Background: an optimization exercise with open tools, aiming at small area. Do not read the settings as production practice.
Function was checked by simulation only, so behaviour that the tests miss may differ from the original.
Power and IR drop assume default switching activity.

**flow/design.v**
```verilog
module eclsensor (clk, rst, txd, rxd, ir_tx, ir_rx, led);
	output [11:0] ir_tx;
	input [19:0] ir_rx;
	output led;
	input clk;
	input rst;
	output reg txd;
	input rxd;
	assign led = 1'b0;
	reg [2:0] pre;
	reg [1:0] bdiv;
	reg [5:0] mdiv;
	wire pre_end = pre == 3'd6;
	wire modulation_edge = pre_end && mdiv == 6'd46;
	always @(posedge clk)
		if (rst) begin
			pre <= 3'd0;
			bdiv <= 2'd0;
			mdiv <= 6'd0;
		end else begin
			pre <= pre_end ? 3'd0 : pre + 1'b1;
			if (pre_end) begin
				bdiv <= bdiv + 1'b1;
				mdiv <= (mdiv == 6'd46) ? 6'd0 : mdiv + 1'b1;
			end
		end
	reg baud_edge;
	always @(posedge clk)
		baud_edge <= !rst && pre_end && bdiv == 2'd3;
	reg modulation_state;
	always @(posedge clk)
		if (rst)
			modulation_state <= 1'b0;
		else if (modulation_edge)
			modulation_state <= !modulation_state;
	reg text_busy;
	reg [7:0] cycle_timer;
	wire state_tx_modulating = cycle_timer < 8'd190;
	wire state_tx_end = modulation_edge && cycle_timer == 8'd228;
	always @(posedge clk)
		if (rst)
			cycle_timer <= 8'd0;
		else if (modulation_edge)
			cycle_timer <= (text_busy || state_tx_end) ? 8'd0 : cycle_timer + 1'b1;
	reg [3:0] current_tx;
	always @(posedge clk)
		if (rst)
			current_tx <= 4'd0;
		else if (state_tx_end)
			current_tx <= (current_tx == 4'd11) ? 4'd0 : current_tx + 1'b1;
	reg ir_on;
	always @(posedge clk)
		ir_on <= !rst && state_tx_modulating && !text_busy && modulation_state;
	genvar gi;
	generate
		for (gi = 0; gi < 12; gi = gi + 1) begin: tx_dec
			assign ir_tx[gi] = ir_on && current_tx == gi;
		end
	endgenerate
	reg [3:0] bs;
	reg [6:0] ci;         
	reg [3:0] dreg;       
	wire req = text_busy && bs == 4'd0;
	wire line_end = req && ci == 7'd82;
	wire is_letter = ci == 7'd1;
	wire [3:0] letter_lo = (current_tx == 4'd0) ? 4'd12 : current_tx;
	wire dig_alpha = dreg[3] && (dreg[2] || dreg[1]);
	wire [7:0] ch =
		!text_busy ? 8'h0a :
		is_letter ? {4'h4, letter_lo} :
		dig_alpha ? {4'h6, dreg - 4'd9} :
		{4'h3, dreg};
	reg bitval;
	always @(*)
		case (bs)
			4'd1: bitval = 1'b0;
			4'd2: bitval = ch[0];
			4'd3: bitval = ch[1];
			4'd4: bitval = ch[2];
			4'd5: bitval = ch[3];
			4'd6: bitval = ch[4];
			4'd7: bitval = ch[5];
			4'd8: bitval = ch[6];
			4'd9: bitval = ch[7];
			default: bitval = 1'b1;
		endcase
	always @(posedge clk)
		if (rst) begin
			bs <= 4'd0;
			txd <= 1'b0;
		end else begin
			if (baud_edge)
				txd <= !bitval;
			if (req)
				bs <= 4'd1;
			else if (baud_edge && bs != 4'd0)
				bs <= (bs == 4'd10) ? 4'd0 : bs + 1'b1;
		end
	always @(posedge clk)
		if (rst)
			text_busy <= 1'b0;
		else if (!text_busy)
			text_busy <= state_tx_end;
		else if (line_end)
			text_busy <= 1'b0;
	always @(posedge clk)
		if (!text_busy)
			ci <= 7'd0;
		else if (req)
			ci <= ci + 1'b1;
	wire cnt_en = !text_busy && !state_tx_end;
	wire lclr = text_busy && line_end;
	reg [3:0] ptr;
	reg clr;
	wire ptr_end = ptr == 4'd9;
	always @(posedge clk)
		if (rst || lclr) begin
			ptr <= 4'd0;
			clr <= 1'b1;
		end else begin
			ptr <= ptr_end ? 4'd0 : ptr + 1'b1;
			if (ptr_end)
				clr <= 1'b0;
		end
	reg [3:0] lcnt [0:19];
	reg [19:0] flag;
	genvar ri;
	generate
		for (ri = 0; ri < 20; ri = ri + 1) begin: rx
			wire ev = cnt_en && !ir_rx[ri];
			wire svc = ptr == (ri >> 1);
			always @(posedge clk) begin
				if (rst)
					lcnt[ri] <= {3'b000, !ir_rx[ri]};
				else if (lclr)
					lcnt[ri] <= 4'd0;
				else
					lcnt[ri] <= lcnt[ri] + ev;
				flag[ri] <= !rst && ((ev && lcnt[ri] == 4'hf) || (flag[ri] && !svc));
			end
		end
	endgenerate
	reg [11:0] ring_a [0:9];
	reg [11:0] ring_b [0:9];
	wire carry_a = flag[{ptr, 1'b0}];
	wire carry_b = flag[{ptr, 1'b1}];
	integer k;
	always @(posedge clk) begin
		for (k = 0; k < 9; k = k + 1) begin
			ring_a[k] <= ring_a[k + 1];
			ring_b[k] <= ring_b[k + 1];
		end
		ring_a[9] <= clr ? 12'd0 : ring_a[0] + carry_a;
		ring_b[9] <= clr ? 12'd0 : ring_b[0] + carry_b;
	end
	wire [15:0] word = ci[2] ? {ring_b[0], lcnt[{ptr, 1'b1}]} : {ring_a[0], lcnt[{ptr, 1'b0}]};
	reg [3:0] nyb;
	always @(*)
		case (ci[1:0])
			2'd0: nyb = word[15:12];
			2'd1: nyb = word[11:8];
			2'd2: nyb = word[7:4];
			default: nyb = word[3:0];
		endcase
	always @(posedge clk)
		if (text_busy && bs == 4'd10) begin
			if (ci[6] && ci[4])
				dreg <= 4'd0;
			else if (ptr == ci[6:3])
				dreg <= nyb;
		end
endmodule
```
**flow/run.sh**
```bash
#!/bin/bash
# synth_recipe.tcl (not shown) runs the flow's synth.tcl, then flattens the netlist and writes it again
# the make line also repeats each setting of config.mk as NAME=value (left out here)
make -C /OpenROAD-flow-scripts/flow DESIGN_CONFIG=/design/flow/config.mk WORK_HOME=/design/flow/orfs CLKGATE_MAP_FILE= SYNTH_SCRIPT=/design/flow/synth_recipe.tcl finish
```
**flow/config.mk**
```make
export PLATFORM = sky130hd
export DESIGN_NAME = eclsensor
export DESIGN_NICKNAME = eclsensor
export VERILOG_FILES = /design/flow/design.v
export SDC_FILE = /design/flow/constraint.sdc
export NUM_CORES = 4
export LEC_CHECK = 0
export CAP_MARGIN = 20
export CORE_MARGIN = 2
export CORE_UTILIZATION = 45
export PLACE_DENSITY = 0.6
export SLEW_MARGIN = 20
```
**flow/constraint.sdc**
```tcl
create_clock -name core_clock -period 10.0 [get_ports {clk}]
set_input_delay 2.0000 -clock core_clock [delete_from_list [all_inputs] [get_ports {clk}]]
set_output_delay 2.0000 -clock core_clock [all_outputs]
set_load 0.01 [all_outputs]
```
==> results.toml, run 1 <==
[setup_path]
worst-path-max-fanout = 5
cp-startpoint = "current_tx[0]"
critPathKind = "register to output pin"
worstRegToRegCells = 10
critical_path_arrival_ps = 2080
worstPathRequired_ps = 8000
r2r-end = "ring_b[9][10]"
crit_chain = "inv_1, ha_1, nand2_1, nor3_1, clkdlybuf4s50_1"
end_kind = "output pin"
crit_end = "ir_tx[0]"
reg2reg_slack_ps = 6740
r2r_start = "ptr[0]"
cp_slowest_stage_delay_ps = 560
startpoint_type = "register"
slowest_stage = "clkdlybuf4s50_1"

[timing]
setup_viol = 0
finalCritPeriodShare_pct = 40.80
worstMarginPinSlew_ps = 946.4
hold-worst-slack_ps = 310.4
period_minus_slack_ps = 4080
fmax_mhz = 245.1
rsz0062_at_grt = "no"
maxSlewHeadroom_pct = 36.84
tns_ps = 0
final_hold_viol_count = 0
fin_skew_ps = 21.74
final_max_slew_viol_count = 0

[outcome]
outcome = "finished clean"

[detailed_routing]
avgViaCountPerCell = 5.150
final_antenna_net_count = 0
via_count = 8616
wirelength_mm = 26.26
first_iter_violations = 471
dr.pass1.iters = 5
drc_errors = 0
wl_per_cell_um = 15.70

[placed_design]
gp_congestion = 0.8789
dp_hpwl_mm = 17.36
placedCellCount = 1604
io_buffers = 34

[cells_and_area]
fillers = 2555
multi_input_area_um2 = 5070
nets = 1348
drive_gt1_share_pct = 6.594
ff_latch_area_um2 = 7807
area_growth_pct = 15.49
instances_no_fill = 1673
antenna_cells = 0

[logic_synthesis]
synth_seq_cells = 388
synth_compound_area_share_pct = 8.672
postSynthAreaPerCell_um2 = 10.69
synth_ff_type = "dfxtp_1"
yosysSeqAreaShare_pct = 59.20
synth_warnings = 4
synthAdderAreaFrac_pct = 6.072
synth-simple-area-share_pct = 16.20
synth_xor_area_share_pct = 5.712
syn_area_um2 = 13190
async_flop_share_pct = 0
synth_cells = 1234
synth_mux_area_share_pct = 1.679
synth_nets = 1321
synth_edf_count = 4
synth_top_family_by_area = "simple AND/OR/NAND/NOR gates"
synth.distinct_cells = 64

[cts]
cts.sinks = 388
cts_tree = "yes"
post_cts_buffers = 0
cts_root_buf = "clkbuf_16"
clk_pin_slew_ps = 60
clock_path_buffers = 3
hold_buffers = 0
cts_resized = 0
cts_made_buffers = 39
h-tree-depth = 2
insertion_delay_ps = 540

[global_routing]
met3_usage_pct = 3.133
grt_remaining_overflow = 0
use_met1_pct = 25.07
track_usage_pct = 17.32
grt_pass1_vias = 8251
grt_max_degree = 48
grtUsageMet2_pct = 26.10
antenna_found_initial = 0
grt_pass1_wl_mm = 42.75
gr-max-usage-layer = "met2"

[floorplan]
die_y_um = 175.2
core-area_um2 = 28780
num_rows = 62
start_util_pct = 45.82
ios = 37
dieArea_um2 = 30690
die_w_um = 175.2

[run]
max-cap-violations = 0

[power_and_ir_drop]
switchingPower_uw = 698.9
switching_share_pct = 21.24
leakage_nw = 5.715
power_frac_comb_pct = 3.5
clock_power_share_pct = 47.6
seq_power_share_pct = 48.9
p_int_mw = 2.592
power_density_nw_per_um2 = 216.1
ir_drop_v = 0.0001676

[min_path]
hold_class = "register to register"
==> worst min path at each step <==
stage               depth (start not counted)             to  slack, ps           from
finish                                      0   ring_b[3][0]        310   ring_b[4][0]
detailed placement                          0  ring_b[0][11]        310  ring_b[1][11]
global route                                0   ring_b[1][1]        310   ring_b[2][1]
floorplan                                   0   ring_a[0][0]        310   ring_a[1][0]
global placement                            0   ring_a[3][6]        310   ring_a[4][6]
CTS                                         0   ring_b[3][0]        310   ring_b[4][0]
==> layout by cell type (no fill, tap or decap), types with 5 or more instances in the layout <==
cell,count
a211oi_1,10
o2111ai_1,6
o21ai_0,32
and2_1,23
nand4_1,31
inv_1,19
buf_4,7
nor2b_1,20
bufinv_16,7
xnor2_1,44
and3_1,14
xor2_1,42
o31a_1,15
clkbuf_1,7
nor3_1,19
a22oi_1,17
o211ai_1,5
clkbuf_16,40
dfxtp_1,384
or3_1,8
mux2i_1,12
a21oi_1,41
nand3b_1,5
nand2_1,103
clkdlybuf4s50_1,33
nor2_1,138
nand3_1,51
nand2b_1,5
a22o_1,8
clkbuf_8,6
ha_1,64
==> routing by layer <==
metal,up-vias,wire (um)
met5,-,0
met4,0,578
met3,41,1199
met2,176,11160
met1,4104,13320
li1,4295,-
==> cells by family after synthesis <==
| family | Yosys count |
|---|---|
| xor+xnor | 86 |
| flops | 388 |
| buf+inv | 74 |
| compound gates | 165 |
| fa+ha+maj | 64 |
| mux | 17 |
| other cells | 1 |
| simple gates | 439 |
==> through the flow <==
step	area [um^2]	util (%)	total power, mW	worst slack, ps
3_3_place_gp	13820	48.01	1.755	6289
4_1_cts	15230	52.92	3.327	5902
3_5_place_dp	13820	48.01	1.759	6300
5_1_grt	15230	52.92	3.409	5800
6_report	15230	52.92	3.291	5920
2_1_floorplan	13190	-	1.713	7011
==> Yosys cell counts, types with 3 or more instances <==
cell / count / area, um^2
nor2_1: 138 / 518.0
buf_1: 7 / 26.28
or3_1: 8 / 50.05
nor2b_1: 20 / 125.1
and4_1: 4 / 35.03
buf_6: 3 / 33.78
ha_1: 64 / 800.8
nand2_1: 103 / 386.6
inv_1: 19 / 71.32
o211ai_1: 5 / 37.54
a22o_1: 8 / 70.07
o21ai_0: 32 / 160.2
o2111ai_1: 6 / 52.55
mux2i_1: 12 / 120.1
nor3b_1: 4 / 30.03
a22oi_1: 17 / 127.6
a31oi_1: 4 / 25.02
dfxtp_1: 384 / 7687
mux4_2: 4 / 90.09
nand3_1: 51 / 255.2
clkbuf_1: 32 / 120.1
and2_1: 23 / 143.9
xnor2_1: 44 / 385.4
nor3_1: 19 / 95.09
a211oi_1: 10 / 75.07
a21oi_1: 41 / 205.2
buf_2: 11 / 55.05
o21a_1: 4 / 30.03
xor2_1: 42 / 367.9
nand4_1: 31 / 193.9
nor4_1: 4 / 25.02
and3_1: 14 / 87.58
edfxtp_1: 4 / 120.1
o31a_1: 15 / 131.4
nand3b_1: 5 / 37.54
nand2b_1: 5 / 31.28
==> layout make-up <==
| type | count | area share, % |
|---|---|---|
| Tap cell | 384 | 3.155 |
| Sequential cell | 388 | 51.26 |
| Timing Repair Buffer | 41 | 2.547 |
| Clock inverter | 16 | 1.996 |
| Multi-Input combinational cell | 772 | 33.29 |
| Clock buffer | 53 | 7.287 |
| Inverter | 19 | 0.4682 |
==> registers in the layout (all words and copies together), names as in the netlist, 2 cells and up <==
signal       flops
bdiv             2
bs               4
ci               7
current_tx       4
cycle_timer      8
dreg             4
flag            20
lcnt            80
mdiv             6
pre              3
ptr              4
ring_a         120
ring_b         120
==> power groups by stage <==
| stage | combinational, mW | clock (mW) | sequential [mW] |
|---|---|---|---|
| finish | 0.116 | 1.57 | 1.61 |
| global route | 0.134 | 1.66 | 1.61 |
| CTS | 0.117 | 1.60 | 1.61 |
| detailed placement | 0.116 | 0 | 1.64 |
| global placement | 0.113 | 0 | 1.64 |
| floorplan | 0.0848 | 0 | 1.63 |
==> worst max-delay path, delay by kind of cell, from the launching register on <==
family	cells	cell delay, ps
buffers and inverters	2	690
adders and majority gates	1	240
DFF	1	350
and+or+nand+nor	2	270
==> run 2: changes to the inputs <==
--- a/flow/config.mk
+++ b/flow/config.mk
@@ -8,5 +8,6 @@
 export CAP_MARGIN = 20
 export CORE_MARGIN = 2
 export CORE_UTILIZATION = 45
+export CTS_BUF_LIST = sky130_fd_sc_hd__clkbuf_4
 export PLACE_DENSITY = 0.6
 export SLEW_MARGIN = 20
==> results.toml, run 2 <==
[cells_and_area]
instances_no_fill = 1758
finish.instance_area_um2 = 14990
ff_latch_area_um2 = 7807
nets = 1406
area_growth_pct = 13.65
multi_input_area_um2 = 5070
mostFrequentLayoutCell = "dfxtp_1"
top_regs = "ring_a: 120 flops, ring_b: 120 flops, lcnt: 80 flops"
drive_gt1_share_pct = 12.38
fillers = 2623
layout_common_cells = "dfxtp_1, nor2_1, clkbuf_4"

[detailed_routing]
wirelength_mm = 26.48
dr.pass1.iters = 5
first_iter_violations = 461
wl_per_cell_um = 15.06
via_count = 8931
avgViaCountPerCell = 5.080
drc_errors = 0
final_antenna_net_count = 0

[logic_synthesis]
synth_top_area_share_pct = 58.29
yosysSeqAreaShare_pct = 59.20
postSynthAreaPerCell_um2 = 10.69
synth_edf_count = 4
async_flop_share_pct = 0
syn_area_um2 = 13190
ys_top_cells_by_area = "dfxtp_1, ha_1, nor2_1, nand2_1, xnor2_1"
synth.most_common_cell = "dfxtp_1"
synth_nets = 1321
synth_commonest_cells = "dfxtp_1, nor2_1, nand2_1"
synth_ff_type = "dfxtp_1"
synth_top_area_cell = "dfxtp_1"
synth_warnings = 4
synth_seq_cells = 388
synth.distinct_cells = 64
synth_cells = 1234

[placed_design]
dpl_worst_slack_ps = 6300
io_buffers = 34
placed_cell_area_um2 = 13820
placedCellCount = 1604
dp_hpwl_mm = 17.36
gp_congestion = 0.8789

[setup_path]
worstPathRequired_ps = 8000
path_buf_inv = 2
slowest_stage = "clkdlybuf4s50_1"
critPathKind = "register to output pin"
startpoint_type = "register"
end_kind = "output pin"
crit_family = "buffers and inverters"
critical_path_arrival_ps = 2230
cp_slowest_stage_delay_ps = 560
worst-path-max-fanout = 5
crit_chain = "inv_1, ha_1, nand2_1, nor3_1, clkdlybuf4s50_1"

[timing]
setup_viol = 0
final_hold_viol_count = 0
tns_ps = 0
maxSlewHeadroom_pct = 37.15
worstMarginPinSlew_ps = 941.7
final_max_slew_viol_count = 0
fmax_mhz = 236.3
finalCritPeriodShare_pct = 42.32
fin_skew_ps = 32.17
hold-worst-slack_ps = 313.0
period_minus_slack_ps = 4232
rsz0062_at_grt = "no"
finalWorstSetupSlack_ps = 5768

[floorplan]
die_w_um = 175.2
start_util_pct = 45.82
core-area_um2 = 28780
die_y_um = 175.2
ios = 37
num_rows = 62
dieArea_um2 = 30690

[cts]
h-tree-depth = 3
insertion_delay_ps = 720
cts_made_buffers = 97
cts_root_buf = "clkbuf_4"
cts_tree = "yes"
cts_resized = 0
hold_buffers = 0
clk_pin_slew_ps = 60
clock_path_buffers = 3
cts.sinks = 388
post_cts_buffers = 0

[global_routing]
grt_max_degree = 48
track_usage_pct = 17.77
antenna_found_initial = 1
grt_pass1_wl_mm = 43.75
grt_pass1_vias = 8868
grt_remaining_overflow = 0

[power_and_ir_drop]
clock_power_share_pct = 41.9
switchingPower_uw = 686.3
power_frac_comb_pct = 3.9
ir_drop_v = 0.0001654
seq_power_share_pct = 54.2
leakage_nw = 5.731
power_density_nw_per_um2 = 198.3
p_int_mw = 2.285
switching_share_pct = 23.10

[outcome]
outcome = "finished clean"

[run]
max-cap-violations = 0

[min_path]
hold_class = "register to register"
## run 2: cell count changes in the layout (fill, tap and decap cells not counted)
cell | before | now
clkinv_8 | 1 | 2
clkinvlp_4 | 2 | 0
clkbuf_16 | 40 | 0
clkinv_1 | 0 | 6
clkbuf_4 | 0 | 138
clkinv_16 | 1 | 0
diode_2 | 0 | 1
bufinv_16 | 7 | 1
clkinv_2 | 3 | 2
inv_8 | 0 | 1
clkbuf_8 | 6 | 0
clkinv_4 | 0 | 1
clkbuf_1 | 7 | 0
## run 2: path summary, 6_finish.rpt
path	slack, ps	start	to	cells after the start
worst max-delay path	5770	current_tx[0]	ir_tx[0]	5
worst min-delay path	310	ring_b[6][1]	ring_b[5][1]	0
worst max register to register	6720	ptr[0]	ring_b[9][10]	10
worst min register to register	310	ring_b[6][1]	ring_b[5][1]	0
## run 2: power by group through the flow
stage / clock (mW) / sequential, mW / combinational (mW)
6_report: 1.25 / 1.61 / 0.116
5_1_grt: 1.38 / 1.61 / 0.134
4_1_cts: 1.30 / 1.61 / 0.117
3_5_place_dp: 0 / 1.64 / 0.116
3_3_place_gp: 0 / 1.64 / 0.113
2_1_floorplan: 0 / 1.63 / 0.0848
## run 2: stage by stage
step | util [%] | total power, mW
2_1_floorplan | - | 1.713
3_3_place_gp | 48.01 | 1.755
4_1_cts | 52.07 | 3.028
5_1_grt | 52.08 | 3.130
3_5_place_dp | 48.01 | 1.759
6_report | 52.08 | 2.972
## run 2: logic make-up after synthesis
kind of cell               synth area share, %
muxes                                    1.679
DFF                                      59.20
other                                  0.02844
xor gates and xnor gates                 5.712
AOI/OAI and AO/OA                        8.672
and+or+nand+nor                          16.20
buffers and inverters                    2.438
adders and majority gates                6.072
## run 2: final cells by class
class / count / share of cell area (%)
diodes: 1 / 0.01670
repair buffers: 41 / 2.588
flip-flops and latches: 388 / 52.09
well taps: 384 / 3.206
inverters: 19 / 0.4758
clock inverters: 15 / 0.8849
multi-input cells: 772 / 33.83
clock buffers: 138 / 6.912
## run 2: worst register-to-register path: cells and delay by family, from the launching register on
kind                     cells  cell delay [ps]
XOR/XNOR                     1              160
AO/OA/AOI/OAI                1              170
multiplexers                 2              850
flip-flops                   1              820
adder cells (fa/ha/maj)      2              480
AND/OR/NAND/NOR              4              620
## run 2: layer usage
metal	vias to the layer above	GRT usage (%)	share of wire, %
li1	4459	-	-
met1	4210	24.57	49
met2	217	26.74	44
met3	45	3.960	5.3
met4	0	7.604	2.1
met5	-	0	0
==> run 3: changes to the inputs <==
--- a/flow/config.mk
+++ b/flow/config.mk
@@ -8,6 +8,6 @@
 export CAP_MARGIN = 20
 export CORE_MARGIN = 2
 export CORE_UTILIZATION = 45
-export CTS_BUF_LIST = sky130_fd_sc_hd__clkbuf_4
+export CTS_BUF_LIST = sky130_fd_sc_hd__clkbuf_2
 export PLACE_DENSITY = 0.6
 export SLEW_MARGIN = 20
==> results.toml, run 3 <==
[cells_and_area]
layout_common_cells = "dfxtp_1, clkbuf_2, nor2_1"
fin_util_pct = 51.05
finish.instance_area_um2 = 14690
top_regs = "ring_a: 120 flops, ring_b: 120 flops, lcnt: 80 flops"
nets = 1405
drive_gt1_share_pct = 12.77
mostFrequentLayoutCell = "dfxtp_1"
area_growth_pct = 11.40

[outcome]
outcome = "finished clean"

[setup_path]
end_kind = "output pin"
cp_slowest_stage_delay_ps = 560
worstPathRequired_ps = 8000
critical_path_arrival_ps = 2440
worst-path-max-fanout = 5
crit_chain = "inv_1, ha_1, nand2_1, nor3_1, clkdlybuf4s50_1"
slowest_stage = "clkdlybuf4s50_1"
critPathKind = "register to output pin"
startpoint_type = "register"

[timing]
final_hold_viol_count = 0
maxSlewHeadroom_pct = 36.71
final_max_slew_viol_count = 0
fin_skew_ps = 60.22
rsz0062_at_grt = "no"
period_minus_slack_ps = 4441
tns_ps = 0
setup_viol = 0
fmax_mhz = 225.2
finalCritPeriodShare_pct = 44.41
hold-worst-slack_ps = 298.0
finalWorstSetupSlack_ps = 5559
worstMarginPinSlew_ps = 948.3

[cts]
h-tree-depth = 3
clk_pin_slew_ps = 100
cts_tree = "yes"
cts_root_buf = "clkbuf_2"
cts_resized = 0
hold_buffers = 0
cts.sinks = 388
insertion_delay_ps = 910
post_cts_buffers = 0
clock_path_buffers = 3
cts_made_buffers = 96

[detailed_routing]
wl_met3_mm = 1.345
topRoutingLayerUsed = "met4"
wirelength_mm = 26.66
wl_met1_mm = 13.09
final_antenna_net_count = 0
wl_met2_mm = 11.55
dr.pass1.iters = 5
via_count = 8992
wl_per_cell_um = 15.05
drc_errors = 0
avgViaCountPerCell = 5.077
first_iter_violations = 453

[power_and_ir_drop]
clock_power_share_pct = 37.0
switching_share_pct = 26.08
p_int_mw = 2.023
leakage_nw = 5.702
power_density_nw_per_um2 = 186.3
power_frac_comb_pct = 4.3
ir_drop_v = 0.0001217
seq_power_share_pct = 58.7
switchingPower_uw = 713.7

[logic_synthesis]
synth_ff_type = "dfxtp_1"
synth_nets = 1321
synth.most_common_cell = "dfxtp_1"
synth_seq_cells = 388
syn_area_um2 = 13190
ys_top_cells_by_area = "dfxtp_1, ha_1, nor2_1, nand2_1, xnor2_1"
synth_edf_count = 4
synth_warnings = 4
yosysSeqAreaShare_pct = 59.20
postSynthAreaPerCell_um2 = 10.69
synth_top_area_cell = "dfxtp_1"
synth_commonest_cells = "dfxtp_1, nor2_1, nand2_1"
synth_cells = 1234
async_flop_share_pct = 0
synth_top_area_share_pct = 58.29
synth.distinct_cells = 64

[floorplan]
core-area_um2 = 28780
die_w_um = 175.2
ios = 37
die_y_um = 175.2
start_util_pct = 45.82
num_rows = 62
dieArea_um2 = 30690

[global_routing]
antenna_found_initial = 1
grt_pass1_wl_mm = 43.69
grt_pass1_vias = 8822
grt_max_degree = 48
track_usage_pct = 17.75
grt_remaining_overflow = 0

[placed_design]
io_buffers = 34
gp_congestion = 0.8789
dp_hpwl_mm = 17.36
placed_cell_area_um2 = 13820
dpl_worst_slack_ps = 6300

[min_path]
hold_class = "register to register"

[run]
max-cap-violations = 0
## run 3: kinds of logic (layout without fill, tap and decap cells)
| logic type | after synthesis | after routing | synth area share, % |
|---|---|---|---|
| compound gates | 165 | 165 | 8.672 |
| fa+ha+maj | 64 | 64 | 6.072 |
| simple gates | 439 | 439 | 16.20 |
| other cells | 1 | 2 | 0.02844 |
| xor+xnor | 86 | 86 | 5.712 |
| mux | 17 | 17 | 1.679 |
| flops | 388 | 388 | 59.20 |
| buf+inv | 74 | 226 | 2.438 |
## run 3: final timing paths
path | startpoint | end | slack [ps] | cells after the start
setup reg to reg | ptr[0] | ring_b[9][10] | 6730 | 10
setup / recovery | current_tx[0] | ir_tx[0] | 5560 | 5
hold reg to reg | ring_a[6][7] | ring_a[5][7] | 300 | 0
hold / removal | ring_a[6][7] | ring_a[5][7] | 300 | 0
## run 3: power groups by stage
stage	Clock, mW	Combinational, mW	Sequential (mW)
6_report	1.01	0.117	1.61
5_1_grt	1.15	0.134	1.61
4_1_cts	1.06	0.118	1.61
3_5_place_dp	0	0.116	1.64
3_3_place_gp	0	0.113	1.64
2_1_floorplan	0	0.0848	1.63
## run 3: per-stage QoR
stage	power (mW)	std cells
detailed placement	1.759	1604
floorplan	1.713	1234
finish	2.737	1771
global route	2.895	1771
global placement	1.755	1604
CTS	2.790	1770
## run 3: worst max-delay path, delay by kind of cell (launching register included)
| kind | cells | cell delay [ps] |
|---|---|---|
| buffers and inverters | 2 | 690 |
| adders and majority gates | 1 | 240 |
| DFF | 1 | 360 |
| and+or+nand+nor | 2 | 260 |
## run 3: layer usage
| metal | vias to the layer above | track usage, % |
|---|---|---|
| met1 | 4239 | 24.78 |
| met5 | - | 0 |
| li1 | 4458 | - |
| met3 | 57 | 3.699 |
| met2 | 238 | 26.74 |
| met4 | 0 | 7.396 |
## run 3: area by class of cell
| cell class | instances | area, um^2 |
|---|---|---|
| clock inverters | 21 | 146.4 |
| multi-input cells | 772 | 5070 |
| repair buffers | 41 | 387.9 |
| diodes | 1 | 2.502 |
| well taps | 384 | 480.5 |
| inverters | 19 | 71.32 |
| flip-flops and latches | 388 | 7807 |
| fillers | 2698 | 14090 |
| clock buffers | 145 | 725.7 |
==> run 4: changes to the inputs <==
--- a/flow/config.mk
+++ b/flow/config.mk
@@ -8,6 +8,8 @@
 export CAP_MARGIN = 20
 export CORE_MARGIN = 2
 export CORE_UTILIZATION = 45
-export CTS_BUF_LIST = sky130_fd_sc_hd__clkbuf_2
+export CTS_BUF_LIST = sky130_fd_sc_hd__clkbuf_8 sky130_fd_sc_hd__clkbuf_16
+export CTS_CLUSTER_DIAMETER = 50
+export CTS_CLUSTER_SIZE = 16
 export PLACE_DENSITY = 0.6
 export SLEW_MARGIN = 20
==> results.toml, run 4 <==
[setup_path]
end_kind = "output pin"
crit_family = "buffers and inverters"
startpoint_type = "register"
path_buf_inv = 2
cp.depth = 5
slowest_stage = "clkdlybuf4s50_1"
critical_path_arrival_ps = 2060
cp_slowest_stage_delay_ps = 560
critPathKind = "register to output pin"
worstRegToRegCells = 10
worst-path-max-fanout = 5
worstPathRequired_ps = 8000
crit_chain = "inv_1, ha_1, nand2_1, nor3_1, clkdlybuf4s50_1"

[timing]
final_max_slew_viol_count = 0
rsz0062_at_grt = "no"
period_minus_slack_ps = 4058
fin_skew_ps = 20.25
worstMarginPinSlew_ps = 966.9
maxSlewHeadroom_pct = 35.54
tns_ps = 0
finalCritPeriodShare_pct = 40.58
setup_viol = 0
fmax_mhz = 246.4
final_hold_viol_count = 0

[cells_and_area]
fillers = 2571
drive_gt1_share_pct = 6.255
antenna_cells = 0
mostFrequentLayoutCell = "dfxtp_1"
layout_common_cells = "dfxtp_1, nor2_1, nand2_1"
top_regs = "ring_a: 120 flops, ring_b: 120 flops, lcnt: 80 flops"
finish.instance_area_um2 = 15000
nets = 1347
area_growth_pct = 13.75

[placed_design]
placed_cell_area_um2 = 13820
dp_hpwl_mm = 17.36
gp_congestion = 0.8789
io_buffers = 34

[floorplan]
core-area_um2 = 28780
num_rows = 62
die_w_um = 175.2
dieArea_um2 = 30690
ios = 37
start_util_pct = 45.82
die_y_um = 175.2

[logic_synthesis]
synth_edf_count = 4
synth_top_area_share_pct = 58.29
postSynthAreaPerCell_um2 = 10.69
synth.distinct_cells = 64
synth_nets = 1321
synth_cells = 1234
synth_ff_type = "dfxtp_1"
synth_warnings = 4
syn_area_um2 = 13190
async_flop_share_pct = 0
synth_commonest_cells = "dfxtp_1, nor2_1, nand2_1"
yosysSeqAreaShare_pct = 59.20
ys_top_cells_by_area = "dfxtp_1, ha_1, nor2_1, nand2_1, xnor2_1"
synth_top_area_cell = "dfxtp_1"
synth_seq_cells = 388
synth.most_common_cell = "dfxtp_1"

[detailed_routing]
drc_errors = 0
final_antenna_net_count = 0
wirelength_mm = 26.13
first_iter_violations = 444
via_count = 8614
wl_per_cell_um = 15.71
dr.pass1.iters = 5
avgViaCountPerCell = 5.180

[power_and_ir_drop]
power_density_nw_per_um2 = 205.6
ir_drop_v = 0.0001486
clock_power_share_pct = 44.1
p_int_mw = 2.369
power.total_mw = 3.084
power_frac_comb_pct = 3.8
switching_share_pct = 23.18
switchingPower_uw = 715.0
leakage_nw = 5.614
seq_power_share_pct = 52.2

[cts]
clk_pin_slew_ps = 60
clock_path_buffers = 3
post_cts_buffers = 0
hold_buffers = 0
cts.sinks = 388
cts_made_buffers = 38
cts_resized = 0
h-tree-depth = 2
insertion_delay_ps = 530
cts_root_buf = "clkbuf_16"
cts_tree = "yes"

[global_routing]
grt_max_degree = 48
grt_pass1_vias = 8248
track_usage_pct = 17.31
grt_remaining_overflow = 0
grt_pass1_wl_mm = 42.78
antenna_found_initial = 0

[outcome]
outcome = "finished clean"

[min_path]
hold_class = "register to register"
whs_path_depth = 0

[run]
max-cap-violations = 0
==> run 4: cell counts after synthesis <==
No cell type changed its count.
==> run 4: area by class of cell <==
| type | count | area [um^2] | area share, % |
|---|---|---|---|
| clock buffer | 38 | 950.9 | 6.339 |
| clock inverter | 21 | 232.7 | 1.551 |
| inverter | 19 | 71.32 | 0.4754 |
| multi-input combinational | 772 | 5070 | 33.80 |
| sequential | 388 | 7807 | 52.05 |
| timing repair buffer | 41 | 387.9 | 2.586 |
| tap | 384 | 480.5 | 3.203 |
==> run 4: path summary, 6_finish.rpt <==
path	end	slack [ps]	start
max	ir_tx[0]	5940	current_tx[0]
min	ring_b[3][0]	320	ring_b[4][0]
max reg2reg	ring_b[9][10]	6750	ptr[0]
min reg2reg	ring_b[3][0]	320	ring_b[4][0]
==> run 4: metal layers <==
metal / global-route usage [%] / vias to the layer above / wire (um) / part of all wire (%)
met2: 26.56 / 178 / 11290 / 43
met4: 5.139 / 0 / 576 / 2.2
met1: 24.96 / 4111 / 13080 / 50
li1: - / 4280 / - / -
met5: 0 / - / 0 / 0
met3: 2.981 / 45 / 1189 / 4.6
==> run 4: worst reg2reg max path, cell delays in order (launching register included) <==
cell	delay, ps
dfxtp_1	820
mux4_2	640
mux2i_1	200
o22ai_1	170
ha_1	260
ha_1	220
and3_1	220
and3_1	220
nand3_1	110
xor2_1	160
nor2_1	80
==> run 4: logic make-up (layout without fill, tap and decap cells) <==
| logic type | Yosys count | in the layout | synth area share [%] |
|---|---|---|---|
| simple gates | 439 | 439 | 16.20 |
| fa+ha+maj | 64 | 64 | 6.072 |
| xor+xnor | 86 | 86 | 5.712 |
| compound gates | 165 | 165 | 8.672 |
| other cells | 1 | 1 | 0.02844 |
| buf+inv | 74 | 119 | 2.438 |
| mux | 17 | 17 | 1.679 |
| flops | 388 | 388 | 59.20 |
==> run 4: stage by stage <==
stage               hold slack [ps]  instances  utilization (%)  worst slack (ps)
floorplan                     309.6       1234                -              7011
global placement              309.7       1604            48.01              6289
detailed placement            312.1       1604            48.01              6300
CTS                           308.8       1663            52.12              5926
global route                  313.3       1663            52.12              5816
finish                        316.1       1663            52.12              5942
==> run 4: power groups by stage <==
stage	Clock [mW]	Combinational (mW)	Sequential, mW
2_1_floorplan	0	0.0848	1.63
3_3_place_gp	0	0.113	1.64
3_5_place_dp	0	0.116	1.64
4_1_cts	1.40	0.117	1.61
5_1_grt	1.46	0.134	1.61
6_report	1.36	0.116	1.61
==> run 5: changes to the inputs <==
==> flow/config.mk (replaced) <==
export PLATFORM = sky130hd
export DESIGN_NAME = eclsensor
export DESIGN_NICKNAME = eclsensor
export VERILOG_FILES = /design/flow/design.v
export SDC_FILE = /design/flow/constraint.sdc
export NUM_CORES = 4
export LEC_CHECK = 0
export CAP_MARGIN = 20
export CORE_MARGIN = 2
export CORE_UTILIZATION = 65
export CTS_BUF_LIST = sky130_fd_sc_hd__clkbuf_4 sky130_fd_sc_hd__clkbuf_8
export CTS_CLUSTER_DIAMETER = 40
export CTS_CLUSTER_SIZE = 12
export PLACE_DENSITY = 0.75
export SLEW_MARGIN = 20
==> results.toml, run 5 <==
[setup_path]
worstPathRequired_ps = 8000
critPathKind = "register to output pin"
cp_slowest_stage_delay_ps = 570
crit_chain = "inv_1, ha_1, nand2_1, nor3_1, clkdlybuf4s50_1"
end_kind = "output pin"
worst-path-max-fanout = 5
critical_path_arrival_ps = 2120
slowest_stage = "clkdlybuf4s50_1"
startpoint_type = "register"
reg2reg_slack_ps = 6780

[logic_synthesis]
ys_top_cells_by_area = "dfxtp_1, ha_1, nor2_1, nand2_1, xnor2_1"
yosysSeqAreaShare_pct = 59.20
synth_commonest_cells = "dfxtp_1, nor2_1, nand2_1"
synth_warnings = 4
synth_edf_count = 4
synth_nets = 1321
postSynthAreaPerCell_um2 = 10.69
synth_seq_cells = 388
synth.most_common_cell = "dfxtp_1"
syn_area_um2 = 13190
synth_cells = 1234
async_flop_share_pct = 0
synth_top_area_share_pct = 58.29
synth_top_area_cell = "dfxtp_1"
synth_ff_type = "dfxtp_1"
synth.distinct_cells = 64

[cts]
h-tree-depth = 2
cts.sinks = 388
clk_pin_slew_ps = 70
clock_path_buffers = 3
cts_tree = "yes"
cts_root_buf = "clkbuf_8"
insertion_delay_ps = 570
post_cts_buffers = 0
cts_resized = 0
hold_buffers = 0
cts_made_buffers = 45

[outcome]
outcome = "finished clean"

[timing]
hold-worst-slack_ps = 316.2
maxSlewHeadroom_pct = 38.45
rsz0062_at_grt = "no"
setup_viol = 0
final_hold_viol_count = 0
tns_ps = 0
finalCritPeriodShare_pct = 41.17
period_minus_slack_ps = 4117
fmax_mhz = 242.9
final_max_slew_viol_count = 0
worstMarginPinSlew_ps = 923.3
fin_skew_ps = 21.93

[cells_and_area]
nets = 1355
mostFrequentLayoutCell = "dfxtp_1"
drive_gt1_share_pct = 7.065
layout_common_cells = "dfxtp_1, nor2_1, nand2_1"
top_regs = "ring_a: 120 flops, ring_b: 120 flops, lcnt: 80 flops"
antenna_cells = 0
area_growth_pct = 9.981

[power_and_ir_drop]
switching_share_pct = 23.00
clock_power_share_pct = 37.2
power_density_nw_per_um2 = 189.1
power_frac_comb_pct = 4.3
p_int_mw = 2.112
ir_drop_v = 0.0001892
switchingPower_uw = 630.9
seq_power_share_pct = 58.6
leakage_nw = 5.463
power.total_mw = 2.743

[detailed_routing]
wirelength_mm = 25.52
drc_errors = 0
dr.pass1.iters = 5
final_antenna_net_count = 0
via_count = 8690
first_iter_violations = 601
wl_per_cell_um = 16.38
avgViaCountPerCell = 5.578

[placed_design]
dp_hpwl_mm = 16.93
io_buffers = 34
gp_congestion = 0.9224

[global_routing]
grt_remaining_overflow = 0
grt_pass1_vias = 8450
track_usage_pct = 24.25
grt_max_degree = 48
grt_pass1_wl_mm = 42.03
antenna_found_initial = 1

[floorplan]
ios = 37
num_rows = 52
start_util_pct = 65.60
die_w_um = 146.4
dieArea_um2 = 21440
die_y_um = 146.4
core-area_um2 = 20100

[min_path]
hold_class = "register to register"

[run]
max-cap-violations = 0
==> run 5: cell counts after synthesis <==
No cell type changed its count.
==> run 5: layer usage <==
metal  track usage, %  wire length [um]
met1            33.67             12020
met2            38.02             11380
met3            4.781              1487
met4            8.883               623
met5                0                 0
==> run 5: kinds of logic after synthesis <==
kind of cell / share of synthesized area [%]
AO/OA/AOI/OAI: 8.672
XOR/XNOR: 5.712
adder cells (fa/ha/maj): 6.072
buffers and inverters: 2.438
flip-flops: 59.20
multiplexers: 1.679
other: 0.02844
AND/OR/NAND/NOR: 16.20
==> run 5: layout make-up <==
class,count,area [um^2]
multi-input combinational,772,5059
clock inverter,15,148.9
inverter,19,71.32
timing repair buffer,42,395.4
tap,270,337.8
clock buffer,52,684.4
sequential,388,7807
fill,1452,5600
==> run 5: worst paths after layout <==
kind	start	endpoint	depth (start not counted)
max reg2reg	ptr[0]	ring_a[9][8]	10
max	current_tx[0]	ir_tx[0]	5
min reg2reg	ring_b[4][6]	ring_b[3][6]	0
min	ring_b[4][6]	ring_b[3][6]	0
==> run 5: power groups by stage <==
stage          clock (mW)  sequential (mW)  combinational (mW)
2_1_floorplan           0             1.63              0.0848
3_3_place_gp            0             1.64               0.112
4_1_cts              1.05             1.61               0.117
6_report             1.02             1.61               0.117
5_1_grt              1.11             1.61               0.134
3_5_place_dp            0             1.64               0.116
==> run 5: metrics by stage <==
step / instances / util, % / setup slack (ps) / instance area [um^2]
6_report: 1558 / 72.14 / 5883 / 14500
5_1_grt: 1558 / 72.14 / 5741 / 14500
4_1_cts: 1558 / 72.14 / 5844 / 14500
3_5_place_dp: 1491 / 68.00 / 6383 / 13670
3_3_place_gp: 1491 / 68.00 / 6366 / 13670
2_1_floorplan: 1234 / - / 7011 / 13190
==> run 5: worst max-delay path, delay by kind of cell (launching register included) <==
kind / cells / cell delay (ps)
buf+inv: 2 / 710
flops: 1 / 360
simple gates: 2 / 260
fa+ha+maj: 1 / 240
==> run 6: changes to the inputs <==
==> flow/flow/run.sh (new file) <==
#!/bin/bash
# Standard ORFS layout with two changes: clock tree synthesis without dummy
# load cells and with small clock buffers, and the smallest buffer on ports.
set -euo pipefail
export CTS_ARGS="-sink_clustering_enable -repair_clock_nets -dont_use_dummy_load -buf_list sky130_fd_sc_hd__clkbuf_2"
export BUFFER_PORTS_ARGS="-buffer_cell sky130_fd_sc_hd__buf_1"
bash standard.sh > standard.log 2>&1
==> flow/standard.sh (new file) <==
#!/bin/bash
# synth_recipe.tcl (not shown) runs the flow's synth.tcl, then flattens the netlist and writes it again
# the make line also repeats each setting of config.mk as NAME=value (left out here)
make -C /OpenROAD-flow-scripts/flow DESIGN_CONFIG=/design/flow/config.mk WORK_HOME=/design/flow/orfs CLKGATE_MAP_FILE= SYNTH_SCRIPT=/design/flow/synth_recipe.tcl "${@:-finish}"
==> flow/config.mk (replaced) <==
export PLATFORM = sky130hd
export DESIGN_NAME = eclsensor
export DESIGN_NICKNAME = eclsensor
export VERILOG_FILES = /design/flow/design.v
export SDC_FILE = /design/flow/constraint.sdc
export NUM_CORES = 4
export LEC_CHECK = 0
export CAP_MARGIN = 20
export CORE_MARGIN = 2
export CORE_UTILIZATION = 45
export PLACE_DENSITY = 0.6
export SLEW_MARGIN = 20
removed: flow/run.sh
==> results.toml, run 6 <==
[global_routing]
grt_max_degree = 48
track_usage_pct = 17.22
grt_remaining_overflow = 0
grt_pass1_vias = 8450
antenna_found_initial = 1
grt_pass1_wl_mm = 41.97

[logic_synthesis]
synth_top_area_cell = "dfxtp_1"
synth_edf_count = 4
synth_warnings = 4
async_flop_share_pct = 0
syn_area_um2 = 13190
postSynthAreaPerCell_um2 = 10.69
synth.most_common_cell = "dfxtp_1"
synth_ff_type = "dfxtp_1"
synth_top_area_share_pct = 58.29
synth.distinct_cells = 64
ys_top_cells_by_area = "dfxtp_1, ha_1, nor2_1, nand2_1, xnor2_1"
synth_seq_cells = 388
synth_cells = 1234
synth_nets = 1321
yosysSeqAreaShare_pct = 59.20
synth_commonest_cells = "dfxtp_1, nor2_1, nand2_1"

[timing]
fin_skew_ps = 119.6
worstMarginPinSlew_ps = 969.6
hold-worst-slack_ps = 258.1
setup_viol = 0
final_max_slew_viol_count = 0
finalCritPeriodShare_pct = 39.11
rsz0062_at_grt = "no"
finalWorstSetupSlack_ps = 6089
tns_ps = 0
fmax_mhz = 255.7
maxSlewHeadroom_pct = 35.36
final_hold_viol_count = 0
period_minus_slack_ps = 3911

[power_and_ir_drop]
leakage_nw = 5.335
switching_share_pct = 24.66
seq_power_share_pct = 65.1
power_density_nw_per_um2 = 175.2
clock_power_share_pct = 30.4
switchingPower_uw = 608.6
power_frac_comb_pct = 4.5
ir_drop_v = 0.0001209
p_int_mw = 1.859

[placed_design]
dpl_worst_slack_ps = 6330
dp_hpwl_mm = 17.09
io_buffers = 34
placed_cell_area_um2 = 13610
gp_congestion = 0.8785

[cells_and_area]
top_regs = "ring_a: 120 flops, ring_b: 120 flops, lcnt: 80 flops"
area_growth_pct = 6.774
finish.instance_area_um2 = 14080
layout_common_cells = "dfxtp_1, nor2_1, nand2_1"
nets = 1402
drive_gt1_share_pct = 8.835
fillers = 2723
fin_util_pct = 48.93
mostFrequentLayoutCell = "dfxtp_1"

[detailed_routing]
wirelength_mm = 26.03
drc_errors = 0
via_count = 8762
wl_per_cell_um = 15.32
final_antenna_net_count = 0
first_iter_violations = 403
dr.pass1.iters = 6
avgViaCountPerCell = 5.157

[setup_path]
critPathKind = "register to output pin"
worstPathRequired_ps = 8000
end_kind = "output pin"
critical_path_arrival_ps = 1910
path_buf_inv = 2
crit_chain = "inv_1, ha_1, nand2_1, nor3_1, buf_1"
worst-path-max-fanout = 5
startpoint_type = "register"
crit_family = "flip-flops"
slowest_stage = "dfxtp_1"
cp_slowest_stage_delay_ps = 350

[cts]
cts_root_buf = "clkbuf_2"
insertion_delay_ps = 880
post_cts_buffers = 0
h-tree-depth = 3
cts_resized = 0
hold_buffers = 0
clk_pin_slew_ps = 90
cts.sinks = 388
cts_tree = "yes"
cts_made_buffers = 93
clock_path_buffers = 3

[run]
max-cap-violations = 0

[floorplan]
start_util_pct = 45.82
core-area_um2 = 28780
num_rows = 62
die_y_um = 175.2
dieArea_um2 = 30690
ios = 37
die_w_um = 175.2

[min_path]
hold_class = "register to register"

[outcome]
outcome = "finished clean"
==> run 6: final timing paths <==
| kind | slack, ps | start | cells after the start | endpoint |
|---|---|---|---|---|
| max | 6090 | current_tx[0] | 5 | ir_tx[0] |
| min reg2reg | 260 | ring_a[2][8] | 0 | ring_a[1][8] |
| max reg2reg | 6730 | ptr[0] | 10 | ring_b[9][10] |
| min | 260 | ring_a[2][8] | 0 | ring_a[1][8] |
==> run 6: area by class of cell <==
class	instances	area, um^2	area share [%]
Sequential cell	388	7807	55.45
Timing Repair Buffer	41	181.4	1.288
Clock buffer	93	465.4	3.305
Antenna cell	2	5.005	0.03554
Multi-Input combinational cell	772	5070	36.00
Inverter	19	71.32	0.5065
Tap cell	384	480.5	3.412
==> run 6: cell families after synthesis <==
group           count (synthesis)  share of synthesized area (%)
compound gates                165                          8.672
xor+xnor                       86                          5.712
fa+ha+maj                      64                          6.072
buf+inv                        74                          2.438
flops                         388                          59.20
mux                            17                          1.679
other cells                     1                        0.02844
simple gates                  439                          16.20
==> run 6: power by group through the flow <==
stage,registers [mW],clock network (mW),logic [mW]
after floorplan,1.63,0,0.0848
after detailed placement,1.64,0,0.110
after global placement,1.64,0,0.108
after CTS,1.61,0.798,0.111
final,1.61,0.750,0.110
after global routing,1.61,0.863,0.128
==> run 6: per-stage QoR <==
stage	instances	total power, mW
after floorplan	1234	1.713
after global placement	1604	1.749
after detailed placement	1604	1.753
after CTS	1697	2.515
after global routing	1699	2.602
final	1699	2.468
==> run 6: per-layer routing <==
metal,track usage [%],part of all wire [%]
met4,7.326,2.5
met5,0,0
met2,25.52,43
met1,23.78,50
met3,4.417,4.7
==> run 7: changes to the inputs <==
==> flow/flow/run.sh (replaced) <==
#!/bin/bash
# Standard ORFS layout with two changes: clock tree synthesis without dummy
# load cells and with small clock buffers, and the smallest buffer on ports.
set -euo pipefail
export CTS_ARGS="-sink_clustering_enable -repair_clock_nets -dont_use_dummy_load -buf_list sky130_fd_sc_hd__clkbuf_4 -sink_clustering_size 10 -sink_clustering_max_diameter 40"
export BUFFER_PORTS_ARGS="-buffer_cell sky130_fd_sc_hd__buf_1"
bash standard.sh > standard.log 2>&1
==> results.toml, run 7 <==
[outcome]
outcome = "finished clean"

[setup_path]
crit_family = "flip-flops"
path_buf_inv = 2
reg2reg_slack_ps = 6810
end_kind = "output pin"
critical_path_arrival_ps = 1810
cp_slowest_stage_delay_ps = 350
worstPathRequired_ps = 8000
worst-path-max-fanout = 5
crit_chain = "inv_1, ha_1, nand2_1, nor3_1, buf_1"
startpoint_type = "register"
slowest_stage = "dfxtp_1"
critPathKind = "register to output pin"

[timing]
rsz0062_at_grt = "no"
maxSlewHeadroom_pct = 36.60
fin_skew_ps = 96.08
worstMarginPinSlew_ps = 951.0
fmax_mhz = 262.5
tns_ps = 0
finalCritPeriodShare_pct = 38.09
final_max_slew_viol_count = 0
final_hold_viol_count = 0
period_minus_slack_ps = 3809
setup_viol = 0

[cts]
cts_resized = 0
hold_buffers = 0
insertion_delay_ps = 700
post_cts_buffers = 0
cts.sinks = 388
cts_tree = "yes"
h-tree-depth = 2
cts_root_buf = "clkbuf_4"
cts_made_buffers = 53
clock_path_buffers = 3
clk_pin_slew_ps = 90

[power_and_ir_drop]
switching_share_pct = 23.27
seq_power_share_pct = 66.3
ir_drop_v = 0.0001238
power_density_nw_per_um2 = 173.1
clock_power_share_pct = 29.2
switchingPower_uw = 564.3
p_int_mw = 1.861
power_frac_comb_pct = 4.5
leakage_nw = 5.193

[floorplan]
start_util_pct = 45.82
die_y_um = 175.2
dieArea_um2 = 30690
die_w_um = 175.2
ios = 37
num_rows = 62
core-area_um2 = 28780

[cells_and_area]
layout_common_cells = "dfxtp_1, nor2_1, nand2_1"
nets = 1362
area_growth_pct = 6.262
drive_gt1_share_pct = 5.970
instances_no_fill = 1659
fillers = 2699
finish.instance_area_um2 = 14010
mostFrequentLayoutCell = "dfxtp_1"
top_regs = "ring_a: 120 flops, ring_b: 120 flops, lcnt: 80 flops"

[logic_synthesis]
synth_top_area_cell = "dfxtp_1"
synth_nets = 1321
synth_warnings = 4
yosysSeqAreaShare_pct = 59.20
ys_top_cells_by_area = "dfxtp_1, ha_1, nor2_1, nand2_1, xnor2_1"
postSynthAreaPerCell_um2 = 10.69
synth_seq_cells = 388
synth_commonest_cells = "dfxtp_1, nor2_1, nand2_1"
synth_ff_type = "dfxtp_1"
synth.most_common_cell = "dfxtp_1"
syn_area_um2 = 13190
synth_cells = 1234
async_flop_share_pct = 0
synth.distinct_cells = 64
synth_top_area_share_pct = 58.29
synth_edf_count = 4

[global_routing]
grt_pass1_wl_mm = 41.43
grt_remaining_overflow = 0
antenna_found_initial = 1
grt_pass1_vias = 8135
grt_max_degree = 48
track_usage_pct = 16.89

[placed_design]
dp_hpwl_mm = 17.09
placed_cell_area_um2 = 13610
placedCellCount = 1604
io_buffers = 34
gp_congestion = 0.8785

[detailed_routing]
wirelength_mm = 25.72
dr.pass1.iters = 5
drc_errors = 0
wl_per_cell_um = 15.50
via_count = 8574
final_antenna_net_count = 0
first_iter_violations = 487
avgViaCountPerCell = 5.168

[min_path]
hold_class = "register to register"

[run]
max-cap-violations = 0
-- run 7: cell counts after synthesis --
No cell type changed its count.
-- run 7: worst paths after layout --
| path | start | to | cells after the start |
|---|---|---|---|
| worst max register to register | ptr[0] | ring_a[9][8] | 10 |
| worst max-delay path | current_tx[0] | ir_tx[0] | 5 |
| worst min register to register | ring_a[8][4] | ring_a[7][4] | 0 |
| worst min-delay path | ring_a[8][4] | ring_a[7][4] | 0 |
-- run 7: final cells by class --
cell class	instances	area (um^2)	share of cell area, %
diodes	2	5.005	0.03571
clock buffers	53	397.9	2.839
inverters	19	71.32	0.5089
multi-input cells	772	5070	36.18
flip-flops and latches	388	7807	55.71
well taps	384	480.5	3.429
repair buffers	41	181.4	1.295
-- run 7: power groups by stage --
stage	sequential, mW	combinational, mW	clock, mW
floorplan	1.63	0.0848	0
global placement	1.64	0.108	0
detailed placement	1.64	0.110	0
CTS	1.61	0.111	0.743
global route	1.61	0.128	0.808
finish	1.61	0.110	0.708
-- run 7: cells by family after synthesis --
family / Yosys count / share of synthesized area (%)
fa+ha+maj: 64 / 6.072
compound gates: 165 / 8.672
simple gates: 439 / 16.20
buf+inv: 74 / 2.438
xor+xnor: 86 / 5.712
other cells: 1 / 0.02844
mux: 17 / 1.679
flops: 388 / 59.20
-- run 7: metrics by stage --
stage	hold WS (ps)	worst slack (ps)	util, %	power, mW
6_report	268.8	6191	48.69	2.425
3_5_place_dp	312.1	6330	47.29	1.753
5_1_grt	257.5	5983	48.69	2.548
2_1_floorplan	309.6	7011	-	1.713
3_3_place_gp	309.6	6329	47.29	1.749
4_1_cts	267.3	6131	48.67	2.461
-- run 7: layer usage --
metal | GRT usage [%] | vias up | wire length [um]
met2 | 25.15 | 173 | 10930
met1 | 24.26 | 4046 | 12890
met3 | 3.133 | 58 | 1171
li1 | - | 4297 | -
met5 | 0 | - | 0
met4 | 6.528 | 0 | 728
==> run 8: changes to the inputs <==
==> flow/flow/run.sh (replaced) <==
#!/bin/bash
# Standard ORFS layout with these changes: clock tree synthesis without dummy
# load cells and with small clock buffers, the smallest buffer on ports,
# and downsizing of non-critical cells after global routing.
set -euo pipefail
export CTS_ARGS="-sink_clustering_enable -repair_clock_nets -dont_use_dummy_load -buf_list sky130_fd_sc_hd__clkbuf_4 -sink_clustering_size 10 -sink_clustering_max_diameter 40"
export BUFFER_PORTS_ARGS="-buffer_cell sky130_fd_sc_hd__buf_1"
export RECOVER_POWER=100
bash standard.sh > standard.log 2>&1
==> results.toml, run 8 <==
[outcome]
outcome = "finished with violations"
violatedChecks = "capacitance limit, slew limit"

[placed_design]
io_buffers = 34
dp_hpwl_mm = 17.09
placedCellCount = 1604
placed_cell_area_um2 = 13610
gp_congestion = 0.8785
dpl_worst_slack_ps = 6330

[setup_path]
crit_chain = "clkbuf_2, clkbuf_1, a41o_1, clkbuf_1, nor2_1"
worst-path-max-fanout = 47
worstPathRequired_ps = 10430
critPathKind = "primary input to register"
timing.critical_path.mode_cell = "clkbuf_1"
critical_path_arrival_ps = 5720
end_kind = "register"
startpoint_type = "primary input"
cp_slowest_stage_delay_ps = 1740
slowest_stage = "clkbuf_1"

[timing]
rsz0062_at_grt = "no"
finalCritPeriodShare_pct = 52.84
worstMarginPinSlew_ps = 2481
fin_skew_ps = 95.29
final_max_slew_viol_count = 134
finalWorstSetupSlack_ps = 4716
hold-worst-slack_ps = 268.8
tns_ps = 0
fmax_mhz = 189.3
final_hold_viol_count = 0
maxSlewHeadroom_pct = -65.39
setup_viol = 0
period_minus_slack_ps = 5284

[detailed_routing]
drc_errors = 0
wl_per_cell_um = 15.50
first_iter_violations = 504
dr.pass1.iters = 6
wirelength_mm = 25.71
via_count = 8559
final_antenna_net_count = 0
avgViaCountPerCell = 5.159

[logic_synthesis]
synth_warnings = 4
synth_edf_count = 4
syn_area_um2 = 13190
yosysSeqAreaShare_pct = 59.20
synth_ff_type = "dfxtp_1"
synth_commonest_cells = "dfxtp_1, nor2_1, nand2_1"
synth_seq_cells = 388
synth_cells = 1234
ys_top_cells_by_area = "dfxtp_1, ha_1, nor2_1, nand2_1, xnor2_1"
synth.distinct_cells = 64
synth.most_common_cell = "dfxtp_1"
async_flop_share_pct = 0
postSynthAreaPerCell_um2 = 10.69
synth_top_area_cell = "dfxtp_1"
synth_top_area_share_pct = 58.29
synth_nets = 1321

[cts]
hold_buffers = 0
cts_tree = "yes"
clock_path_buffers = 3
h-tree-depth = 2
cts_resized = 0
cts_root_buf = "clkbuf_4"
post_cts_buffers = 0
insertion_delay_ps = 700
cts.sinks = 388
cts_made_buffers = 53
clk_pin_slew_ps = 90

[global_routing]
track_usage_pct = 16.89
grt_pass1_vias = 8135
grt_max_degree = 48
grt_pass1_wl_mm = 41.43
antenna_found_initial = 1
grt_remaining_overflow = 0

[cells_and_area]
nets = 1362
top_regs = "ring_a: 120 flops, ring_b: 120 flops, lcnt: 80 flops"
multi_input_area_um2 = 5047
mostFrequentLayoutCell = "dfxtp_1"
drive_gt1_share_pct = 5.499
finish.instance_area_um2 = 13980
fillers = 2707
instances_no_fill = 1659
area_growth_pct = 5.977
ff_latch_area_um2 = 7807
layout_common_cells = "dfxtp_1, nor2_1, nand2_1"

[floorplan]
ios = 37
die_w_um = 175.2
num_rows = 62
core-area_um2 = 28780
start_util_pct = 45.82
dieArea_um2 = 30690
die_y_um = 175.2

[power_and_ir_drop]
switchingPower_uw = 563.1
leakage_nw = 5.169
power_density_nw_per_um2 = 173.4
seq_power_share_pct = 66.3
power_frac_comb_pct = 4.5
ir_drop_v = 0.0001239
p_int_mw = 1.860
clock_power_share_pct = 29.2
switching_share_pct = 23.24

[run]
max-cap-violations = 3

[min_path]
hold_class = "register to register"
## run 8: layer usage
layer  wire length (um)  up-vias  global-route usage (%)  share of wire, %
met3               1059       58                   3.133               4.1
met5                  0        -                       0                 0
met1              13050     4043                   24.26                51
met4                705        0                   6.528               2.7
li1                   -     4309                       -                 -
met2              10890      149                   25.15                42
## run 8: final timing paths
| check | startpoint | end | slack, ps | cells past startpoint |
|---|---|---|---|---|
| worst max-delay path | rst | lcnt[7][2] | 4720 | 5 |
| worst min-delay path | ring_a[8][4] | ring_a[7][4] | 270 | 0 |
| worst max register to register | bs[1] | lcnt[7][2] | 6080 | 5 |
| worst min register to register | ring_a[8][4] | ring_a[7][4] | 270 | 0 |
## run 8: power groups by stage
| stage | logic, mW | registers [mW] | clock network (mW) |
|---|---|---|---|
| 4_1_cts | 0.111 | 1.61 | 0.743 |
| 2_1_floorplan | 0.0848 | 1.63 | 0 |
| 3_3_place_gp | 0.108 | 1.64 | 0 |
| 3_5_place_dp | 0.110 | 1.64 | 0 |
| 5_1_grt | 0.127 | 1.61 | 0.808 |
| 6_report | 0.109 | 1.61 | 0.707 |
## run 8: layout make-up
class | instances | share of cell area (%)
clock buffer | 53 | 2.847
sequential | 388 | 55.86
tap | 384 | 3.438
antenna | 2 | 0.03581
multi-input combinational | 772 | 36.11
timing repair buffer | 41 | 1.191
inverter | 19 | 0.5103
## run 8: stage by stage
| stage | power, mW | utilization (%) |
|---|---|---|
| global route | 2.547 | 48.56 |
| global placement | 1.749 | 47.29 |
| floorplan | 1.713 | - |
| CTS | 2.461 | 48.67 |
| finish | 2.424 | 48.56 |
| detailed placement | 1.753 | 47.29 |
## run 8: cell families (layout without fill, tap and decap cells)
group | after synthesis | after routing | share of synthesized area, %
AND/OR/NAND/NOR | 439 | 439 | 16.20
flip-flops | 388 | 388 | 59.20
AO/OA/AOI/OAI | 165 | 165 | 8.672
XOR/XNOR | 86 | 86 | 5.712
buffers and inverters | 74 | 113 | 2.438
adder cells (fa/ha/maj) | 64 | 64 | 6.072
multiplexers | 17 | 17 | 1.679
other | 1 | 3 | 0.02844
## run 8: worst max-delay path, delay by kind of cell
| kind | cells | cell delay [ps] |
|---|---|---|
| AO/OA/AOI/OAI | 1 | 220 |
| AND/OR/NAND/NOR | 1 | 140 |
| buffers and inverters | 3 | 3330 |
==> run 9: changes to the inputs <==
--- a/flow/design.v
+++ b/flow/design.v
@@ -122,38 +122,34 @@
 			if (ptr_end)
 				clr <= 1'b0;
 		end
-	reg [3:0] lcnt [0:19];
-	reg [19:0] flag;
+	reg [4:0] lcnt [0:19];
 	genvar ri;
 	generate
 		for (ri = 0; ri < 20; ri = ri + 1) begin: rx
 			wire ev = cnt_en && !ir_rx[ri];
-			wire svc = ptr == (ri >> 1);
-			always @(posedge clk) begin
+			always @(posedge clk)
 				if (rst)
-					lcnt[ri] <= {3'b000, !ir_rx[ri]};
+					lcnt[ri] <= {4'b0000, !ir_rx[ri]};
 				else if (lclr)
-					lcnt[ri] <= 4'd0;
+					lcnt[ri] <= 5'd0;
 				else
 					lcnt[ri] <= lcnt[ri] + ev;
-				flag[ri] <= !rst && ((ev && lcnt[ri] == 4'hf) || (flag[ri] && !svc));
-			end
 		end
 	endgenerate
 	reg [11:0] ring_a [0:9];
 	reg [11:0] ring_b [0:9];
-	wire carry_a = flag[{ptr, 1'b0}];
-	wire carry_b = flag[{ptr, 1'b1}];
+	wire la = lcnt[{ptr, 1'b0}][4];
+	wire lb = lcnt[{ptr, 1'b1}][4];
 	integer k;
 	always @(posedge clk) begin
 		for (k = 0; k < 9; k = k + 1) begin
 			ring_a[k] <= ring_a[k + 1];
 			ring_b[k] <= ring_b[k + 1];
 		end
-		ring_a[9] <= clr ? 12'd0 : ring_a[0] + carry_a;
-		ring_b[9] <= clr ? 12'd0 : ring_b[0] + carry_b;
+		ring_a[9] <= clr ? 12'd0 : {ring_a[0][11:1] + (ring_a[0][0] && !la), la};
+		ring_b[9] <= clr ? 12'd0 : {ring_b[0][11:1] + (ring_b[0][0] && !lb), lb};
 	end
-	wire [15:0] word = ci[2] ? {ring_b[0], lcnt[{ptr, 1'b1}]} : {ring_a[0], lcnt[{ptr, 1'b0}]};
+	wire [15:0] word = ci[2] ? {ring_b[0], lcnt[{ptr, 1'b1}][3:0]} : {ring_a[0], lcnt[{ptr, 1'b0}][3:0]};
 	reg [3:0] nyb;
 	always @(*)
 		case (ci[1:0])
==> flow/flow/run.sh (replaced) <==
#!/bin/bash
# Standard ORFS layout with two changes: clock tree synthesis without dummy
# load cells and with small clock buffers, and the smallest buffer on ports.
set -euo pipefail
export CTS_ARGS="-sink_clustering_enable -repair_clock_nets -dont_use_dummy_load -buf_list sky130_fd_sc_hd__clkbuf_4 -sink_clustering_size 10 -sink_clustering_max_diameter 40"
export BUFFER_PORTS_ARGS="-buffer_cell sky130_fd_sc_hd__buf_1"
bash standard.sh > standard.log 2>&1
==> results.toml, run 9 <==
[setup_path]
crit_chain = "inv_1, ha_1, nand2_1, nor3_1, buf_1"
startpoint_type = "register"
cp_slowest_stage_delay_ps = 360
end_kind = "output pin"
crit_family = "flip-flops"
critical_path_arrival_ps = 1810
slowest_stage = "dfxtp_1"
critPathKind = "register to output pin"
worstPathRequired_ps = 8000
worst-path-max-fanout = 5
path_buf_inv = 2

[timing]
final_max_slew_viol_count = 0
finalCritPeriodShare_pct = 38.08
final_hold_viol_count = 0
worstMarginPinSlew_ps = 948.3
rsz0062_at_grt = "no"
fin_skew_ps = 82.67
period_minus_slack_ps = 3808
maxSlewHeadroom_pct = 36.70
fmax_mhz = 262.6
tns_ps = 0
finalWorstSetupSlack_ps = 6192
setup_viol = 0

[global_routing]
grt_remaining_overflow = 0
gr-max-usage-layer = "met2"
grt_pass1_wl_mm = 39.74
antenna_found_initial = 1
use_met1_pct = 22.60
grt_pass1_vias = 7886
track_usage_pct = 16.14
met3_usage_pct = 2.917
grtUsageMet2_pct = 24.85
grt_max_degree = 63

[detailed_routing]
via_count = 8135
first_iter_violations = 410
wl_per_cell_um = 14.81
dr.pass1.iters = 5
avgViaCountPerCell = 5.031
wirelength_mm = 23.94
drc_errors = 0
final_antenna_net_count = 0

[power_and_ir_drop]
ir_drop_v = 0.00009804
leakage_nw = 5.164
seq_power_share_pct = 66.7
switching_share_pct = 22.58
power_frac_comb_pct = 4.6
p_int_mw = 1.851
clock_power_share_pct = 28.7
switchingPower_uw = 539.9
power.total_mw = 2.391
power_density_nw_per_um2 = 173.7

[floorplan]
die_w_um = 173.4
dieArea_um2 = 30080
num_rows = 62
start_util_pct = 45.38
core-area_um2 = 28470
die_y_um = 173.4
ios = 37

[cells_and_area]
fillers = 2668
finish.instance_area_um2 = 13770
drive_gt1_share_pct = 6.169
top_regs = "ring_a: 120 flops, ring_b: 120 flops, lcnt: 100 flops"
nets = 1321
mostFrequentLayoutCell = "dfxtp_1"
layout_common_cells = "dfxtp_1, nor2_1, nand3_1"
multi_input_area_um2 = 4827
ff_latch_area_um2 = 7807
fin_util_pct = 48.36
area_growth_pct = 6.567

[logic_synthesis]
synth.most_common_cell = "dfxtp_1"
synth_commonest_cells = "dfxtp_1, nor2_1, nand3_1"
synth_edf_count = 4
postSynthAreaPerCell_um2 = 10.87
synth_cells = 1189
synth.distinct_cells = 67
async_flop_share_pct = 0
ys_top_cells_by_area = "dfxtp_1, ha_1, xor2_1, nor2_1, nand3_1"
syn_area_um2 = 12920
yosysSeqAreaShare_pct = 60.44
synth_top_area_cell = "dfxtp_1"
synth_ff_type = "dfxtp_1"
synth_warnings = 4
synth_top_area_share_pct = 59.51
synth_seq_cells = 388
synth_nets = 1276

[cts]
hold_buffers = 0
cts.sinks = 388
cts_resized = 0
h-tree-depth = 2
cts_tree = "yes"
clock_path_buffers = 3
clk_pin_slew_ps = 90
cts_made_buffers = 51
cts_root_buf = "clkbuf_4"
insertion_delay_ps = 670
post_cts_buffers = 0

[placed_design]
dpl_worst_slack_ps = 6387
dp_hpwl_mm = 15.52
io_buffers = 34
gp_congestion = 0.8281
placed_cell_area_um2 = 13380

[run]
max-cap-violations = 0

[min_path]
hold_class = "register to register"

[outcome]
outcome = "finished clean"
==> run 9: final timing paths <==
path	startpoint	to	slack, ps	cells after the start
max	current_tx[0]	ir_tx[0]	6190	5
min	ring_a[8][6]	ring_a[7][6]	290	0
max reg2reg	ptr[0]	ring_a[9][9]	6400	12
min reg2reg	ring_a[8][6]	ring_a[7][6]	290	0
==> run 9: routing by layer <==
metal  vias to the layer above  share of wire [%]
li1                       4147                  -
met1                      3754                 49
met2                       189                 43
met3                        45                4.9
met4                         0                2.7
met5                         -                  0
==> run 9: cells by family after synthesis <==
logic type      count (synthesis)  share of synthesized area, %
compound gates                160                         8.581
buf+inv                        71                         2.373
xor+xnor                      101                         6.847
other cells                     1                       0.02903
flops                         388                         60.44
mux                             9                        0.7264
simple gates                  395                         14.81
fa+ha+maj                      64                         6.199
==> run 9: area by class of cell <==
| cell class | count | share of cell area, % |
|---|---|---|
| diodes | 1 | 0.01818 |
| clock buffers | 51 | 2.781 |
| inverters | 21 | 0.5726 |
| multi-input cells | 730 | 35.06 |
| flip-flops and latches | 388 | 56.71 |
| well taps | 384 | 3.490 |
| repair buffers | 42 | 1.363 |
==> run 9: worst register-to-register path, stage by stage (launching register included) <==
cell,delay (ps)
dfxtp_1,430
ha_1,790
nor3_1,180
a22o_1,290
a221oi_1,510
and2_1,200
ha_1,190
ha_1,200
nand3_1,120
nor2_1,240
nand3_1,120
xor2_1,150
nor2_1,50
==> run 9: power groups by stage <==
| stage | combinational [mW] | sequential (mW) | clock [mW] |
|---|---|---|---|
| after floorplan | 0.0813 | 1.62 | 0 |
| after global routing | 0.127 | 1.60 | 0.788 |
| after CTS | 0.111 | 1.60 | 0.727 |
| final | 0.110 | 1.60 | 0.685 |
| after global placement | 0.107 | 1.63 | 0 |
| after detailed placement | 0.110 | 1.63 | 0 |
==> run 9: through the flow <==
step	hold slack, ps	instances
2_1_floorplan	309.6	1189
3_3_place_gp	309.7	1565
3_5_place_dp	312.1	1565
4_1_cts	277.9	1616
5_1_grt	290.7	1617
6_report	289.2	1617

afterwards: timing with drivers on the ports:
In the flow no input, the clock included, has a driving cell. The finished layouts below were timed again as built, in two steps.
Step 1 sets driving cells, clkbuf_16 on the clock port and buf_2 on the other inputs (assumed; they add their load-dependent delay and slew).
Step 2 adds t to the input delays and takes it off the output delays; t is the mean of the earliest and latest rising clock arrival at the registers after step 1. Input paths then give back, and output paths get back, about the clock's delay inside the block.
a / b / c = ideal / step 1 / step 2; a / b = the first two.
run	t (ns)	slack for setup (ns)	worst setup path at the end	worst register clock-pin slew, ns
run 1	0.579	5.920 / 5.869 / 6.320	input to register	0.06 / 0.06
run 2	0.740	5.768 / 5.727 / 6.316	input to register	0.07 / 0.07
run 3	0.916	5.559 / 5.520 / 6.348	input to register	0.11 / 0.11
run 4	0.575	5.942 / 5.892 / 6.338	input to register	0.07 / 0.07
run 5	0.607	5.883 / 5.836 / 6.323	input to register	0.08 / 0.08
run 6	0.854	6.089 / 6.045 / 6.265	input to register	0.11 / 0.11
run 7	0.698	6.191 / 6.147 / 6.309	input to register	0.10 / 0.10
run 8	0.693	4.716 / 4.737 / 4.045	input to register	0.10 / 0.10
run 9	0.673	6.192 / 6.150 / 6.400	register to register	0.11 / 0.11
For run 8, which loses most, drivers alone change the setup slack by +0.021 ns; drivers and shift together by -0.671 ns.
